This design comes from an exercise in tuning for small area, a short achievable clock period and few clock cycles per item on the open sky130 flow, not from production work.

==> flow/design.v <==
`timescale 1ns / 1ns
module mat_ops_controller #(
	parameter DATA_LEN = 8,
	parameter N = 8,
	parameter ADDRESS_SIZE = 4
)
(
	input                         i_clk,
	input                         i_rstn,
	input   [DATA_LEN*N-1:0]      i_read_data_A,
	output  [ADDRESS_SIZE-1:0]    o_address_A,
	output                        o_wr_en_A,
	output  [DATA_LEN*N-1:0]      o_write_data_A,
	input   [DATA_LEN*N-1:0]      i_read_data_B,
	output  [ADDRESS_SIZE-1:0]    o_address_B,
	output                        o_wr_en_B,
	output  [DATA_LEN*N-1:0]      o_write_data_B,
	output                        o_done
);
	reg        idle;
	reg  [8:0] S;
	reg  [3:0] T;
	reg  [2:0] r;
	reg  [2:0] wrow;      
	wire start = (i_read_data_A[7:0] == 8'd1);
	wire go    = idle && start;
	wire r0    = (r == 3'd0);
	wire r7    = (r == 3'd7);
	wire [8:0] S_n;
	assign S_n[0] = go || (S[8] && !r7);
	assign S_n[1] = S[0];
	assign S_n[2] = S[1];
	assign S_n[3] = S[2] && !r0;
	assign S_n[4] = (S[2] && r0) || S[3];
	assign S_n[8:5] = S[7:4];
	wire [3:0] T_n = {T[2:0], S[8] && r7};
	wire       idle_n = (idle && !start) || T[3];
	wire [2:0] r_n    = S[8] ? r + 3'd1 : r;
	wire [2:0] wrow_n = S[8] ? r : wrow;
	wire       run_n  = |S_n;
	wire       wb_n   = S_n[3] || T_n[3];
	wire [2:0] k_n    = {S_n[5] | S_n[6] | S_n[7] | S_n[8],
	                     S_n[2] | S_n[4] | S_n[7] | S_n[8],
	                     S_n[1] | S_n[4] | S_n[6] | S_n[8]};
	reg  [3:0] addr_a;
	reg  [3:0] addr_b;
	reg        wr_b;
	reg        done;
	reg        v0;
	reg        f0;
	always @(posedge i_clk, negedge i_rstn) begin
		if (!i_rstn) begin
			idle   <= 1'b1;
			S      <= 9'd0;
			T      <= 4'd0;
			r      <= 3'd0;
			wrow   <= 3'd0;
			addr_a <= 4'd0;
			addr_b <= 4'd0;
			wr_b   <= 1'b0;
			done   <= 1'b0;
		end else begin
			idle   <= idle_n;
			S      <= S_n;
			T      <= T_n;
			r      <= r_n;
			wrow   <= wrow_n;
			addr_a <= {run_n, r_n};
			addr_b <= wb_n ? {1'b1, wrow_n} : {1'b0, k_n};
			wr_b   <= wb_n;
			done   <= T_n[3];
		end
	end
	wire [2:0] k0 = addr_b[2:0];
	always @(posedge i_clk) begin
		v0 <= run_n && !S_n[3];
		f0 <= S_n[0];
	end
	reg                  v1;
	reg  [2:0]           k1;
	reg                  f1;
	reg                  f2;
	reg  [11:0]          a2;       
	wire [7:0]           a1 = i_read_data_A[8*k1 +: 8];
	wire [11:0]          a1_enc;
	genvar m;
	generate
		for (m = 0; m < 4; m = m + 1) begin : BOOTH
			wire hi = a1[2*m+1];
			wire md = a1[2*m];
			wire lo = (m == 0) ? 1'b0 : a1[2*m-1];
			assign a1_enc[3*m]   = hi;
			assign a1_enc[3*m+1] = md ^ lo;
			assign a1_enc[3*m+2] = (hi & ~md & ~lo) | (~hi & md & lo);
		end
	endgenerate
	reg  [63:0]          b2;
	wire [63:0]          acc;
	always @(posedge i_clk) begin
		v1 <= v0;
		k1 <= k0;
		f1 <= f0;
		f2 <= f1;
		a2 <= v1 ? a1_enc : 12'd0;
		b2 <= i_read_data_B;
	end
	genvar j;
	generate
		for (j = 0; j < N; j = j + 1) begin : LANE
			mac_lane u_lane (
				.i_clk (i_clk),
				.a     (a2),
				.b     (b2[8*j +: 8]),
				.first (f2),
				.acc   (acc[8*j +: 8])
			);
		end
	endgenerate
	assign o_address_A    = addr_a;
	assign o_wr_en_A      = done;
	assign o_write_data_A = {(DATA_LEN*N){1'b0}};
	assign o_address_B    = addr_b;
	assign o_wr_en_B      = wr_b;
	assign o_write_data_B = acc;
	assign o_done         = done;
endmodule
module mac_lane (
	input            i_clk,
	input      [11:0] a,
	input      [7:0] b,
	input            first,
	output reg [7:0] acc
);
	reg              first_q;
	wire [14:0] d;
	reg  [14:0] q;
	wire neg0 = a[0];
	wire one0 = a[1];
	wire two0 = a[2];
	wire neg1 = a[3];
	wire one1 = a[4];
	wire two1 = a[5];
	wire neg2 = a[6];
	wire one2 = a[7];
	wire two2 = a[8];
	wire neg3 = a[9];
	wire one3 = a[10];
	wire two3 = a[11];
	wire t1;
	wire t2;
	wire t3;
	wire t4;
	wire t5;
	wire t6;
	wire t7;
	wire t8;
	wire t9;
	wire t10;
	wire t11;
	wire t12;
	wire t13;
	wire t14;
	wire t15;
	wire t16;
	wire t17;
	wire t18;
	wire t19;
	wire t20;
	wire t21;
	assign t1 = (((one0 & b[6]) | (two0 & b[5])) ^ neg0) ^ (((one1 & b[4]) | (two1 & b[3])) ^ neg1);
	assign t2 = (((one0 & b[6]) | (two0 & b[5])) ^ neg0) & (((one1 & b[4]) | (two1 & b[3])) ^ neg1);
	assign t3 = (((one0 & b[7]) | (two0 & b[6])) ^ neg0) ^ (((one1 & b[5]) | (two1 & b[4])) ^ neg1);
	assign t4 = (((one0 & b[4]) | (two0 & b[3])) ^ neg0) ^ (((one1 & b[2]) | (two1 & b[1])) ^ neg1);
	assign t5 = (((one0 & b[4]) | (two0 & b[3])) ^ neg0) & (((one1 & b[2]) | (two1 & b[1])) ^ neg1);
	assign t6 = (((one0 & b[5]) | (two0 & b[4])) ^ neg0) ^ (((one1 & b[3]) | (two1 & b[2])) ^ neg1);
	assign t7 = (((one0 & b[5]) | (two0 & b[4])) ^ neg0) & (((one1 & b[3]) | (two1 & b[2])) ^ neg1);
	assign t8 = t1 ^ (((one2 & b[2]) | (two2 & b[1])) ^ neg2) ^ (((one3 & b[0]) | (two3 & 1'b0)) ^ neg3);
	assign t9 = (t1 & (((one2 & b[2]) | (two2 & b[1])) ^ neg2)) | (t1 & (((one3 & b[0]) | (two3 & 1'b0)) ^ neg3)) | ((((one2 & b[2]) | (two2 & b[1])) ^ neg2) & (((one3 & b[0]) | (two3 & 1'b0)) ^ neg3));
	assign t10 = t2 ^ t3 ^ (((one2 & b[3]) | (two2 & b[2])) ^ neg2);
	assign t11 = (((one0 & b[2]) | (two0 & b[1])) ^ neg0) ^ (((one1 & b[0]) | (two1 & 1'b0)) ^ neg1);
	assign t12 = (((one0 & b[2]) | (two0 & b[1])) ^ neg0) & (((one1 & b[0]) | (two1 & 1'b0)) ^ neg1);
	assign t13 = (((one0 & b[3]) | (two0 & b[2])) ^ neg0) ^ (((one1 & b[1]) | (two1 & b[0])) ^ neg1);
	assign t14 = (((one0 & b[3]) | (two0 & b[2])) ^ neg0) & (((one1 & b[1]) | (two1 & b[0])) ^ neg1);
	assign t15 = t4 ^ (((one2 & b[0]) | (two2 & 1'b0)) ^ neg2) ^ neg2;
	assign t16 = (t4 & (((one2 & b[0]) | (two2 & 1'b0)) ^ neg2)) | (t4 & neg2) | ((((one2 & b[0]) | (two2 & 1'b0)) ^ neg2) & neg2);
	assign t17 = t5 ^ t6 ^ (((one2 & b[1]) | (two2 & b[0])) ^ neg2);
	assign t18 = (t5 & t6) | (t5 & (((one2 & b[1]) | (two2 & b[0])) ^ neg2)) | (t6 & (((one2 & b[1]) | (two2 & b[0])) ^ neg2));
	assign t19 = t7 ^ t8 ^ neg3;
	assign t20 = (t7 & t8) | (t7 & neg3) | (t8 & neg3);
	assign t21 = t9 ^ t10 ^ (((one3 & b[1]) | (two3 & b[0])) ^ neg3);
	assign d[0] = (((one0 & b[0]) | (two0 & 1'b0)) ^ neg0);
	assign d[1] = neg0;
	assign d[2] = (((one0 & b[1]) | (two0 & b[0])) ^ neg0);
	assign d[3] = t11;
	assign d[4] = neg1;
	assign d[5] = t12;
	assign d[6] = t13;
	assign d[7] = t14;
	assign d[8] = t15;
	assign d[9] = t16;
	assign d[10] = t17;
	assign d[11] = t18;
	assign d[12] = t19;
	assign d[13] = t20;
	assign d[14] = t21;
	always @(posedge i_clk) begin
		q       <= d;
		first_q <= first;
	end
	wire [7:0] g = first_q ? 8'd0 : acc;
	always @(posedge i_clk)
		acc <= g + {q[13] , q[11] , q[9] , q[7] , q[5] , q[3] , q[2] , q[0]} + {q[14] , q[12] , q[10] , q[8] , q[6] , q[4] , 1'b0 , q[1]};
endmodule
Settings: LEC_CHECK=0, CAP_MARGIN=20, CORE_MARGIN=2, CORE_UTILIZATION=40, CTS_BUF_LIST=sky130_fd_sc_hd__clkbuf_4 sky130_fd_sc_hd__clkbuf_8 sky130_fd_sc_hd__clkbuf_16, CTS_CLUSTER_DIAMETER=60, CTS_CLUSTER_SIZE=30, PLACE_DENSITY=0.6, SETUP_SLACK_MARGIN=2.5, SLEW_MARGIN=20; clock period 5.0 ns.
standard.sh (not shown) runs the stock make flow with config.mk's settings and CLKGATE_MAP_FILE= SYNTH_SCRIPT=/design/flow/synth_recipe.tcl, a recipe that flattens the netlist after the stock synthesis.
==> flow/flow/run.sh <==
#!/bin/bash
# The standard layout (the standard.sh, standard synthesis unchanged) with
# the port buffers made from the smallest buffer cell instead of the
# clock-delay buffer that buffer_ports picks by default.
set -euo pipefail
bash standard.sh BUFFER_PORTS_ARGS="-buffer_cell sky130_fd_sc_hd__buf_1" finish > make_finish.log 2>&1
The first run completed without violations.
Then changed:
--- a/flow/flow/run.sh
+++ b/flow/flow/run.sh
@@ -5,2 +5,2 @@
 set -euo pipefail
-bash standard.sh BUFFER_PORTS_ARGS="-buffer_cell sky130_fd_sc_hd__buf_1" finish > make_finish.log 2>&1
+bash standard.sh BUFFER_PORTS_ARGS="-buffer_cell sky130_fd_sc_hd__buf_1" RECOVER_POWER=100 finish > make_finish.log 2>&1
--- a/flow/config.mk
+++ b/flow/config.mk
@@ -10,5 +10,2 @@
 export CORE_UTILIZATION = 40
-export CTS_BUF_LIST = sky130_fd_sc_hd__clkbuf_4 sky130_fd_sc_hd__clkbuf_8 sky130_fd_sc_hd__clkbuf_16
-export CTS_CLUSTER_DIAMETER = 60
-export CTS_CLUSTER_SIZE = 30
 export PLACE_DENSITY = 0.6
Effect:
- hold slack barely changes
- final area shrinks by 0.63%
- clock-buffer cell count grows by 6
- fmax shrinks by 22%
- register-to-register slack is worse by 680 ps
Function was not checked in any run of this note: the RTL went through the layout flow alone.

static timing again, ports no longer ideal:
No port has a modelled driver above. Below, the same layouts with a new extraction and two added sets of constraints. Step 1 (the two cells are an assumption about what drives the block):
set clk [get_ports {i_clk}]
set_driving_cell -lib_cell sky130_fd_sc_hd__clkbuf_16 $clk
set_driving_cell -lib_cell sky130_fd_sc_hd__buf_2 [delete_from_list [all_inputs] $clk]
Step 2 adds t to the input delays and takes it off the output delays; t is the mean of the earliest and latest rising clock arrival at the registers after step 1. Input paths then give back, and output paths get back, about the clock's delay inside the block. Slacks: ideal ports / drivers / drivers and shift; pairs: ideal ports / drivers.
run	shift t [ns]	setup slack, ns	clock arrival spread, ns	pins driven straight from the clock port
the first run	0.603	2.547 / 2.547 / 2.478	0.019 / 0.019	1
the second run	0.613	1.867 / 1.867 / 1.867	0.014 / 0.014	1
After both steps every run listed still meets setup and hold. The setup slack of the first run, which loses most, moves by 0.000 ns with the drivers and by -0.069 ns with both steps.
